Context: an optimization exercise on an open-source flow, tuned for small area and a short achievable clock period. The choices shown serve that exercise and are no tape-out recipe. Function was checked by simulation only, so behaviour that the tests miss may differ from the original. Power is estimated from default activity; no workload was simulated.

`flow/flow/run.sh`:
```
#!/bin/bash
set -euo pipefail
cd "$(dirname "$0")/.."
bash standard.sh SETUP_SLACK_MARGIN=5.7 finish > make.log 2>&1
```
`flow/constraint.sdc`:
```
create_clock -name core_clock -period 9.0 [get_ports {clk}]
set_input_delay 1.8000 -clock core_clock [delete_from_list [all_inputs] [get_ports {clk}]]
set_output_delay 1.8000 -clock core_clock [all_outputs]
set_load 0.01 [all_outputs]
```
`flow/design.v`:
```
module pipelined_processor (
	input clk,     
	input reset,   
	output [63:0] imem_addr,
	input  [31:0] imem_data,
	output [63:0] dmem_addr,
	output [63:0] dmem_wdata,
	output        dmem_we,
	output        dmem_re,
	input  [63:0] dmem_rdata
);
	integer i;
	reg [63:0] pc;
	reg [31:0] d_ins;           
	reg [31:1] d_s1, d_s2;      
	reg [31:1] d_t1, d_t2;      
	reg        d_sub, d_and, d_or, d_srcimm;   
	reg [63:0] d_pc;
	reg [63:0] e_x;             
	reg [63:0] e_p, e_g;        
	reg [4:0]  e_rd;            
	reg        e_br, e_st, e_ld;
	reg        e_sub, e_and, e_or, e_arith;
	reg [3:0]  e_fb;            
	reg [63:0] m_res, m_wdata;  
	reg        m_take, m_st, m_ld;
	reg [4:0]  m_rd;
	reg [63:0] w_val;           
	reg [31:1] w_we;            
	reg [63:0] rf [1:31];
	assign imem_addr = pc;
	wire [2:0] if_op = imem_data[6:4];
	wire [3:0] if_funct = {imem_data[30], imem_data[14:12]};
	wire if_alu_f = if_op == 3'b011 || if_op == 3'b001;
	always @(posedge clk) begin
		if (reset)
			pc <= 64'd0;
		else if (m_take)
			pc <= m_res;
		else
			pc <= pc + 64'd4;
		d_ins <= reset ? 32'h00000013 : imem_data;
		for (i = 1; i < 32; i = i + 1) begin
			d_s1[i] <= !reset && imem_data[19:15] == i;
			d_s2[i] <= !reset && imem_data[24:20] == i;
			d_t1[i] <= !(reset || imem_data[19:15] != i);
			d_t2[i] <= !(reset || imem_data[24:20] != i);
		end
		d_sub    <= !reset && if_alu_f && if_funct == 4'b1000;
		d_and    <= !reset && if_alu_f && if_funct == 4'b0111;
		d_or     <= !reset && if_alu_f && if_funct == 4'b0110;
		d_srcimm <= reset || if_op == 3'b001 || if_op == 3'b000 || if_op == 3'b010;
		d_pc  <= pc;
	end
	wire [2:0] op = d_ins[6:4];
	wire [4:0] rs1 = d_ins[19:15];
	wire [4:0] rs2 = d_ins[24:20];
	wire [4:0] rd  = d_ins[11:7];
	wire [3:0] funct = {d_ins[30], d_ins[14:12]};
	wire is_r  = (op == 3'b011);
	wire is_i  = (op == 3'b001);
	wire is_ld = (op == 3'b000);
	wire is_st = (op == 3'b010);
	wire is_br = (op == 3'b110);
	wire alu_f = is_r | is_i;
	wire src_imm = d_srcimm;
	wire wr = is_r | is_i | is_ld;
	wire sub = d_sub;
	wire f_and = d_and;
	wire f_or  = d_or;
	wire [11:0] imm = d_ins[5] ? {d_ins[31:25], d_ins[11:7]} : d_ins[31:20];
	wire [11:0] boff = {d_ins[31], d_ins[7], d_ins[30:25], d_ins[11:8]};
	reg [63:0] rd1, rd2;
	always @(*) begin
		rd1 = 64'd0;
		rd2 = 64'd0;
		for (i = 1; i < 32; i = i + 1) begin
			rd1 = rd1 | ({{32{d_t1[i]}}, {32{d_s1[i]}}} & rf[i]);
			rd2 = rd2 | ({{32{d_t2[i]}}, {32{d_s2[i]}}} & rf[i]);
		end
	end
	wire fa_m = (e_rd != 5'd0) && (e_rd == rs1);
	wire fa_w = (m_rd != 5'd0) && (m_rd == rs1);
	wire fb_m = (e_rd != 5'd0) && (e_rd == rs2);
	wire fb_w = (m_rd != 5'd0) && (m_rd == rs2);
	wire [3:0] fb_mc = {(rs2 != 5'd0) && (e_rd == rs2), (e_rd == rs2) && |(e_rd | rs2),
	                    (e_rd == rs2) && |(e_rd & rs2), fb_m};
	wire [63:0] wb_next = m_ld ? dmem_rdata : m_res;
	wire [63:0] a_pre = fa_m ? 64'd0 : fa_w ? wb_next : rd1;
	wire [63:0] b_pre = fb_m ? 64'd0 : fb_w ? wb_next : rd2;
	wire [63:0] ob_pre = src_imm ? {{52{imm[11]}}, imm} : b_pre;
	wire [13:0] tlo = {1'b0, d_pc[12:0]} + {1'b0, boff, 1'b0};
	wire [50:0] thi_inc = d_pc[63:13] + 51'd1;
	wire [50:0] thi_dec = d_pc[63:13] - 51'd1;
	wire [50:0] thi = (tlo[13] && !boff[11]) ? thi_inc :
	                  (!tlo[13] && boff[11]) ? thi_dec : d_pc[63:13];
	wire [63:0] tgt = {thi, tlo[12:0]};
	always @(posedge clk) begin
		e_x   <= is_br ? tgt : b_pre;
		e_rd  <= (reset || !wr) ? 5'd0 : rd;
		e_br  <= !reset && is_br;
		e_st  <= !reset && is_st;
		e_ld  <= !reset && is_ld;
		e_sub <= sub;
		e_and <= f_and;
		e_or  <= f_or;
		e_arith <= !f_and && !f_or;
		e_fb  <= fb_mc;
	end
	wire fo  = fb_m && !src_imm;           
	wire inv = sub;                        
	wire [63:0] a0 = fa_w ? wb_next : rd1;
	wire [63:0] b0 = src_imm ? {{52{imm[11] ^ sub}}, imm ^ {12{sub}}} :
	                 (fb_w ? wb_next : rd2) ^ {64{sub}};
	reg [63:0] b;
	always @(*) begin
		for (i = 0; i < 64; i = i + 1)
			b[i]  = (e_fb[i/16] & m_res[i]) | e_x[i];
	end
	reg [63:0] gg, pp, ng, np;
	integer k, j;
	always @(*) begin
		gg = e_g;
		pp = e_p;
		gg[0] = e_g[0] | (e_p[0] & e_sub);
		for (k = 0; k < 6; k = k + 1) begin
			ng = gg; np = pp;
			for (j = 0; j < 64; j = j + 1)
				if (j >= (1 << k)) begin
					ng[j] = gg[j] | (pp[j] & gg[j - (1 << k)]);
					np[j] = pp[j] & pp[j - (1 << k)];
				end
			gg = ng; pp = np;
		end
	end
	wire [63:0] c = {gg[62:0], e_sub};
	wire [63:0] logic_res = e_and ? e_g : (e_p | e_g);
	wire [63:0] res_c0 = e_br ? e_x : e_arith ? e_p : logic_res;
	wire [63:0] res_c1 = e_br ? e_x : e_arith ? ~e_p : logic_res;
	wire [63:0] res = (c & res_c1) | (~c & res_c0);
	wire [63:0] a_next = fa_m ? res : a0;
	wire [63:0] b_next = fo ? res ^ {64{inv}} : b0;
	always @(posedge clk) begin
		e_p <= a_next ^ b_next;
		e_g <= a_next & b_next;
	end
	always @(posedge clk) begin
		m_res   <= res;
		m_wdata <= b;
		m_take  <= !reset && e_br && (e_p == 64'd0);
		m_st    <= !reset && e_st;
		m_ld    <= !reset && e_ld;
		m_rd    <= reset ? 5'd0 : e_rd;
	end
	assign dmem_addr  = m_res;
	assign dmem_wdata = m_wdata;
	assign dmem_we    = m_st;
	assign dmem_re    = m_ld;
	always @(posedge clk) begin
		w_val <= wb_next;
		for (i = 1; i < 32; i = i + 1)
			w_we[i] <= !reset && m_rd == i;
	end
	always @(posedge clk) begin
		for (i = 1; i < 32; i = i + 1)
			if (w_we[i])
				rf[i] <= w_val;
	end
endmodule
```
`flow/config.mk`:
```
export PLATFORM = sky130hd
export DESIGN_NAME = pipelined_processor
export DESIGN_NICKNAME = pipelined_processor
export VERILOG_FILES = /design/flow/design.v
export SDC_FILE = /design/flow/constraint.sdc
export NUM_CORES = 4
export LEC_CHECK = 0
export CAP_MARGIN = 20
export CORE_MARGIN = 2
export CORE_UTILIZATION = 40
export CTS_CLUSTER_DIAMETER = 60
export CTS_CLUSTER_SIZE = 30
export PLACE_DENSITY = 0.6
export SETUP_SLACK_MARGIN = 5
export SLEW_MARGIN = 20
```
`flow/standard.sh`:
```
#!/bin/bash
# synth_recipe.tcl (not shown) runs the flow's synth.tcl, then flattens the netlist and writes it again
# the make line also repeats each setting of config.mk as NAME=value (left out here)
make -C /OpenROAD-flow-scripts/flow DESIGN_CONFIG=/design/flow/config.mk WORK_HOME=/design/flow/orfs CLKGATE_MAP_FILE= SYNTH_SCRIPT=/design/flow/synth_recipe.tcl "${@:-finish}"
```
==> results.json, run 1 <==
{
  "synth_flop_cell": "edfxtp_1",
  "synth_top_area_share": 0.5384,
  "die_width_um": 530.0,
  "dieArea_mm2": 0.2809,
  "clk_latency_ps": 970,
  "drive_gt1_frac": 0.2129,
  "cts_htree_levels": 4,
  "startpoint_type": "flip-flop",
  "worstSetupEndpointType": "flip-flop",
  "fin_tns_setup_ps": 0,
  "synth_seq_area_share": 0.6573,
  "worst_slew_pin_slew_ps": 1258,
  "synth_edf_count": 1984,
  "fin_hold_ws_ps": 366.3,
  "cts.clk_slew.worst_paths_ps": 100,
  "holdPathEnd": "e_and",
  "hold_depth": 0,
  "syn_nets": 8460,
  "arrival_ps": 4410,
  "antenna_found_initial": 61,
  "yosys.area.top_type": "edfxtp_1",
  "multi_input_area_mm2": 0.03814,
  "ys_async_sr_fraction": 0,
  "worst_hold_startpoint": "d_and",
  "syn_to_final_growth_pct": 18.62,
  "die_h_um": 530.0,
  "fillers": 24073,
  "critPathMaxFanout": 27,
  "regToRegSetupSlack_ps": 5390,
  "drv_slew": 0,
  "outcome": "no timing/DRC/antenna violations",
  "grt_pass1_wl_um": 767400,
  "layout.nets": 8869,
  "postCtsHoldBufs": 0,
  "min_period_over_period": 0.4015,
  "synth_warnings": 2,
  "synthCells": 8272,
  "vias": 96908,
  "dp_hpwl_um": 323700,
  "drt-initial-drc-count": 23333,
  "skew_ps": 74.48,
  "synth.ff_latch_count": 2641,
  "pin_count": 292,
  "r2r_start": "d_s1[5]",
  "yosys-top-cells-area": "edfxtp_1 54%, dfxtp_1 12%, a221oi_1 5.3%",
  "fp.coreArea_mm2": 0.2758,
  "grt-ovfl-total": 0,
  "cts.sinks": 2641,
  "num_rows": 193,
  "cts_tree": "yes",
  "wl_per_cell_um": 46.97,
  "setup_slack_ps": 5387,
  "max_clock_freq_ghz": 0.2768,
  "syn_area_mm2": 0.1107,
  "synth_cell_type_count": 86,
  "cts_buffer_depth": 4,
  "drc": 0,
  "syn_area_per_cell_um2": 13.38,
  "r2r-end": "e_p[47]",
  "worst_ep_required_time_ps": 9790,
  "dr.pass1.iters": 17,
  "cts-root-buf": "clkbuf_16",
  "totalWireLength_um": 590300,
  "max_slew_margin": 0.1611,
  "power_density_mw_per_mm2": 226.7,
  "ir_drop_mv": 0.1479,
  "portBuffers": 287,
  "place_ws_ps": 4157,
  "fin_total_pwr_uw": 29760,
  "finalSetupViolCount": 0,
  "grt_pass1_vias": 88189,
  "routabilityCongestion": 1.032,
  "via_per_inst": 7.711,
  "p_leak_uw": 0.04397,
  "final.min_clock_period_ps": 3613,
  "antenna_left": 0,
  "hold_viol": 0,
  "r2r_cells": 9,
  "path_class": "reg -> reg",
  "cap_violations": 0,
  "numCtsBuffers": 163,
  "rsz0062_at_grt": "yes",
  "grt_start_max_net_pins": 66,
  "register_area_mm2": 0.07360,
  "initial_core_util": 0.4012,
  "hp-class": "reg -> reg",
  "grt_usage": 0.3982
}
## stage by stage
step,std cells,utilization,area [µm²]
final,12568,0.4759,131300
after global routing,12530,0.4756,131200
after CTS,12368,0.4652,128300
after detailed placement,11839,0.4280,118000
after global placement,11839,0.4279,118000
after floorplan,8272,-,110700
## final cells by class
type,count,area share
Clock inverter,120,0.01295
Tap cell,3705,0.03532
Antenna cell,56,0.001068
Multi-Input combinational cell,4859,0.2906
Inverter,110,0.003232
Clock buffer,171,0.03163
Timing Repair Buffer,906,0.06452
Sequential cell,2641,0.5607
## cell usage in the layout, fill, tap and decap left out, drive strengths merged, types with 79 or more instances in the layout
| master | instances |
|---|---|
| clkdlybuf4s50 | 92 |
| nor2 | 344 |
| dfxtp | 657 |
| mux2 | 82 |
| edfxtp | 1984 |
| clkbuf | 180 |
| a221oi | 668 |
| ha | 89 |
| inv | 169 |
| a22oi | 487 |
| a222oi | 128 |
| a21oi | 228 |
| o211ai | 79 |
| buf | 739 |
| xnor2 | 126 |
| nand4 | 269 |
| a21o | 112 |
| nand3 | 163 |
| nand2 | 319 |
| and3 | 100 |
| a22o | 659 |
| o21ai | 186 |
| nor3 | 138 |
## per-layer routing
metal,share of wire,track usage,wire [µm],vias to the layer above
li1,-,-,-,34907
met1,0.32,0.4680,188900,47170
met2,0.40,0.5677,237200,11347
met3,0.18,0.1964,107800,3418
met4,0.093,0.2725,55090,66
met5,0.0022,0.009744,1270,-
## sequential cells by signal, indices dropped and copies added, names as in the netlist, 11 cells and up
name	flops
d_ins	25
d_pc	64
d_s1	31
d_s2	11
d_t2	20
e_g	64
e_p	64
e_x	64
m_res	64
m_wdata	64
pc	64
rf	1984
w_val	64
w_we	31
## where the power goes
group | switching (µW) | internal [µW]
Combinational | 2830 | 1490
Clock | 4890 | 3920
Sequential | 1750 | 14900
Total | 9460 | 20300
## worst max-delay path, cell delays in order, from the launching register on
cell,delay (ps)
dfxtp_4,760
buf_6,600
buf_4,570
a22o_1,260
a221oi_1,50
and3_1,200
nand4_1,210
o221ai_4,210
o31ai_2,160
ha_2,350
## synth_stat cells, drive strengths merged, types with 71 or more instances
cell	n
a221oi	668
o21ai	186
xor2	75
buf	183
a21o	112
nor3	138
ha	89
nor2	344
a22oi	487
mux2i	71
dfxtp	657
and3	100
a222oi	128
nand3	163
a21oi	228
a22o	659
clkbuf	479
xnor2	126
nand4	269
edfxtp	1984
inv	109
nand2	319
o211ai	79
mux2	82
## logic make-up (layout without fill, tap and decap cells)
| logic type | Yosys count | count (layout) | synth area share |
|---|---|---|---|
| AO/OA/AOI/OAI | 2869 | 2869 | 0.2058 |
| flip-flops | 2641 | 2641 | 0.6573 |
| AND/OR/NAND/NOR | 1546 | 1546 | 0.06980 |
| multiplexers | 153 | 153 | 0.01477 |
| buffers and inverters | 772 | 1307 | 0.02623 |
| adder cells (fa/ha/maj) | 90 | 90 | 0.01024 |
| XOR/XNOR | 201 | 201 | 0.01591 |
| other | 0 | 56 | 0 |
## worst max path at each step
stage,start,to,cells past startpoint
floorplan,dmem_rdata[63],e_p[63],6
finish,d_s1[5],e_p[47],9
global route,d_pc[29],e_x[60],11
CTS,e_p[9],e_p[38],12
detailed placement,d_ins[8],e_x[53],14
global placement,d_ins[8],e_x[53],14
## timing repair
item	CTS	global route
pin swaps	148	158
resized for setup	1454	340
endpoints found under the setup margin	419	192
cloned	6	4
buffers inserted	232	140
==> run 2: changes to the inputs <==
--- a/flow/design.v
+++ b/flow/design.v
@@ -22,2 +22,3 @@
 	reg        e_br, e_st, e_ld;
+	reg        e_tinc, e_tdec;     
 	reg        e_sub, e_and, e_or, e_arith;
@@ -92,9 +93,6 @@
 	wire [13:0] tlo = {1'b0, d_pc[12:0]} + {1'b0, boff, 1'b0};
-	wire [50:0] thi_inc = d_pc[63:13] + 51'd1;
-	wire [50:0] thi_dec = d_pc[63:13] - 51'd1;
-	wire [50:0] thi = (tlo[13] && !boff[11]) ? thi_inc :
-	                  (!tlo[13] && boff[11]) ? thi_dec : d_pc[63:13];
-	wire [63:0] tgt = {thi, tlo[12:0]};
 	always @(posedge clk) begin
-		e_x   <= is_br ? tgt : b_pre;
+		e_x   <= is_br ? {d_pc[63:13], tlo[12:0]} : b_pre;
+		e_tinc <= tlo[13] && !boff[11];
+		e_tdec <= !tlo[13] && boff[11];
 		e_rd  <= (reset || !wr) ? 5'd0 : rd;
@@ -137,4 +135,7 @@
 	wire [63:0] logic_res = e_and ? e_g : (e_p | e_g);
-	wire [63:0] res_c0 = e_br ? e_x : e_arith ? e_p : logic_res;
-	wire [63:0] res_c1 = e_br ? e_x : e_arith ? ~e_p : logic_res;
+	wire [50:0] thi_inc = e_x[63:13] + 51'd1;
+	wire [50:0] thi_dec = e_x[63:13] - 51'd1;
+	wire [63:0] tgt = {e_tinc ? thi_inc : e_tdec ? thi_dec : e_x[63:13], e_x[12:0]};
+	wire [63:0] res_c0 = e_br ? tgt : e_arith ? e_p : logic_res;
+	wire [63:0] res_c1 = e_br ? tgt : e_arith ? ~e_p : logic_res;
 	wire [63:0] res = (c & res_c1) | (~c & res_c0);
==> flow/run.sh (new file) <==
#!/bin/bash
# synth_recipe.tcl (not shown) runs the flow's synth.tcl, then flattens the netlist and writes it again
# the make line also repeats each setting of config.mk as NAME=value (left out here)
make -C /OpenROAD-flow-scripts/flow DESIGN_CONFIG=/design/flow/config.mk WORK_HOME=/design/flow/orfs CLKGATE_MAP_FILE= SYNTH_SCRIPT=/design/flow/synth_recipe.tcl finish
removed: flow/flow/run.sh
removed: flow/standard.sh
==> run 2 against run 1 <==
Effect of this change: maximum frequency decreased by 13%; critical endpoint is now e_p[60]; final cell count shrank 2.7%; still clean; register-to-register slack lost 520 ps; worst hold slack worse by 7.1 ps; sequential cell count is 2 higher.
==> results.json, run 2 <==
{
  "wl_per_cell_um": 47.01,
  "path_class": "reg -> reg",
  "p_clk_frac": 0.304,
  "internal-power_uw": 19830,
  "antenna_found_initial": 66,
  "critical_path.top_delay_family": "compound AO/OA/AOI/OAI gates",
  "skew_ps": 86.95,
  "pwr-share-seq": 0.575,
  "fp.coreArea_mm2": 0.2763,
  "cts_buffer_depth": 4,
  "ir_drop_mv": 0.1607,
  "postCtsHoldBufs": 0,
  "grt_pass1_wl_um": 754000,
  "dieArea_mm2": 0.2816,
  "place_ws_ps": 4087,
  "yosys-top-cells-area": "edfxtp_1 54%, dfxtp_1 12%, a221oi_1 5.7%",
  "cts_tree": "yes",
  "p_leak_uw": 0.04066,
  "grt_start_max_net_pins": 111,
  "grt-ovfl-total": 0,
  "regToRegSetupSlack_ps": 4870,
  "hp-class": "reg -> reg",
  "synth.ff_latch_count": 2643,
  "synth_seq_area_share": 0.6560,
  "cts-root-buf": "clkbuf_16",
  "outcome": "no timing/DRC/antenna violations",
  "worst_ep_required_time_ps": 9740,
  "crit_path_max_incr_delay_ps": 1090,
  "fillers": 24458,
  "synth_flop_cell": "edfxtp_1",
  "power_frac_comb": 0.121,
  "portBuffers": 287,
  "max_slew_margin": 0.08807,
  "rsz0062_at_grt": "yes",
  "stdcell_count": 12225,
  "antenna_left": 0,
  "syn_area_mm2": 0.1109,
  "vias": 94305,
  "final.min_clock_period_ps": 4130,
  "pin_count": 292,
  "drive_gt1_frac": 0.1105,
  "drc": 0,
  "critical_path.cell_chain": "buf_4 > a22o_1 > a221oi_1 > nand4_1 > o221ai_4 > a31oi_1 > mux2i_1 > a211o_1 > ha_1",
  "drt-initial-drc-count": 22722,
  "place_inst": 11844,
  "cts.clk_slew.worst_paths_ps": 110,
  "grt_usage": 0.3924,
  "final_area_mm2": 0.1253,
  "cts_htree_levels": 4,
  "startpoint_type": "flip-flop",
  "register_area_mm2": 0.07317,
  "synth_warnings": 2,
  "synthCells": 8291,
  "yosysMostFrequentCell": "edfxtp_1",
  "routabilityCongestion": 0.9948,
  "syn_area_per_cell_um2": 13.38,
  "layout.nets": 8521,
  "max_clock_freq_ghz": 0.2421,
  "num_rows": 193,
  "finalSetupViolCount": 0,
  "regMostFlops": "rf",
  "setup_slack_ps": 4870,
  "place_area_mm2": 0.1182,
  "multi_input_area_mm2": 0.03601,
  "p_sw_frac": 0.3096,
  "cts.sinks": 2643,
  "dp_hpwl_um": 326800,
  "critPathBufInv": 1,
  "ys_async_sr_fraction": 0,
  "cpMaxStageDelayCell": "dfxtp_4",
  "dr.pass1.iters": 17,
  "syn_nets": 8479,
  "worstSetupEndpointType": "flip-flop",
  "clk_latency_ps": 920,
  "die_width_um": 530.6,
  "die_h_um": 530.6,
  "arrival_ps": 4870,
  "hold_viol": 0,
  "synthTopCellsByCount": "1,984 x edfxtp_1, 723 x a221oi_1, 713 x a22o_1",
  "switching_power_uw": 8894,
  "synth_cell_type_count": 105,
  "fin_tns_setup_ps": 0,
  "synth_edf_count": 1984,
  "yosys.area.top_type": "edfxtp_1",
  "synth_top_area_share": 0.5371,
  "min_period_over_period": 0.4589,
  "final_common_cell": "edfxtp_1",
  "grt_pass1_vias": 86782,
  "totalWireLength_um": 574700,
  "largest_register_ffs": 1984,
  "critPathMaxFanout": 36,
  "worst_slew_pin_slew_ps": 1368,
  "initial_core_util": 0.4015,
  "most-common-layout-cells": "1,984 x edfxtp_1, 720 x a221oi_1, 713 x a22o_1, 534 x dfxtp_1, 383 x a22oi_1",
  "numCtsBuffers": 161,
  "syn_to_final_growth_pct": 12.96,
  "power_density_mw_per_mm2": 229.3,
  "via_per_inst": 7.714,
  "cap_violations": 0,
  "drv_slew": 0
}
-- run 2: area by class of cell --
cell class	instances	area share
Antenna cell	61	0.001218
Clock buffer	174	0.03354
Clock inverter	115	0.01267
Inverter	78	0.002377
Multi-Input combinational cell	4888	0.2874
Sequential cell	2643	0.5839
Tap cell	3705	0.03700
Timing Repair Buffer	561	0.04184
-- run 2: path summary, 6_finish.rpt --
kind / start / to / cells past startpoint
setup / recovery: d_s2[4] / e_p[60] / 9
hold / removal: d_and / e_and / 0
setup reg to reg: d_s2[4] / e_p[60] / 9
hold reg to reg: d_and / e_and / 0
-- run 2: what timing repair did --
item,CTS,global route
cloned,3,1
pin swaps,9,18
setup endpoints to repair,116,98
gates resized for setup,100,63
buffers inserted,9,17
-- run 2: logic make-up (layout without fill, tap and decap cells) --
group / Yosys count / count (layout) / share of synthesized area
AOI/OAI and AO/OA: 2883 / 2883 / 0.2069
xor gates and xnor gates: 181 / 181 / 0.01429
adders and majority gates: 90 / 90 / 0.01022
buffers and inverters: 762 / 928 / 0.02698
DFF: 2643 / 2643 / 0.6560
muxes: 120 / 120 / 0.01173
other: 0 / 61 / 0
and+or+nand+nor: 1612 / 1614 / 0.07387
-- run 2: per-layer routing --
metal	vias to the layer above	GRT usage	part of all wire
met5	-	0.005983	0.0014
met4	63	0.2618	0.089
met3	3239	0.2085	0.19
met2	10922	0.5550	0.40
met1	45729	0.4581	0.32
li1	34352	-	-
-- run 2: per-stage QoR --
step	hold WS (ps)	util	total power, µW
2_1_floorplan	329.0	-	17420
3_3_place_gp	338.6	0.4277	19690
3_5_place_dp	344.0	0.4280	19760
4_1_cts	361.0	0.4511	28230
5_1_grt	369.5	0.4532	29210
6_report	359.2	0.4536	28730
-- run 2: power groups by stage --
stage	combinational (µW)	sequential, µW	clock (µW)
6_report	3480	16500	8730
2_1_floorplan	1550	15900	0
3_3_place_gp	3090	16600	0
3_5_place_dp	3100	16700	0
4_1_cts	3180	16400	8670
5_1_grt	3540	16600	9060

==> separate check: timing with driven ports <==
How much do the figures lean on ideal ports? The routed layouts below were timed once more, with nothing changed but the port constraints.
Step 1, drivers: a clkbuf_16 drives clk and a buf_2 each remaining input, both assumed.
Step 2 adds t to the input delays and takes it off the output delays; t is the mean of the earliest and latest rising clock arrival at the registers after step 1. Input paths then give back, and output paths get back, about the clock's delay inside the block.
Slacks: ideal ports / drivers / drivers and shift; pairs: ideal ports / drivers.
run | t, ns | setup WS [ns] | worst register clock-pin slew, ns | cell pins on the clock port's net
run 1 | 1.014 | 5.387 / 5.387 / 4.648 | 0.12 / 0.12 | 1
run 2 | 1.002 | 4.870 / 4.870 / 4.439 | 0.12 / 0.12 | 1
After both steps setup and hold are still met in every run listed. The setup slack of run 1, which loses most, moves by 0.000 ns with the drivers and by -0.739 ns with both steps.
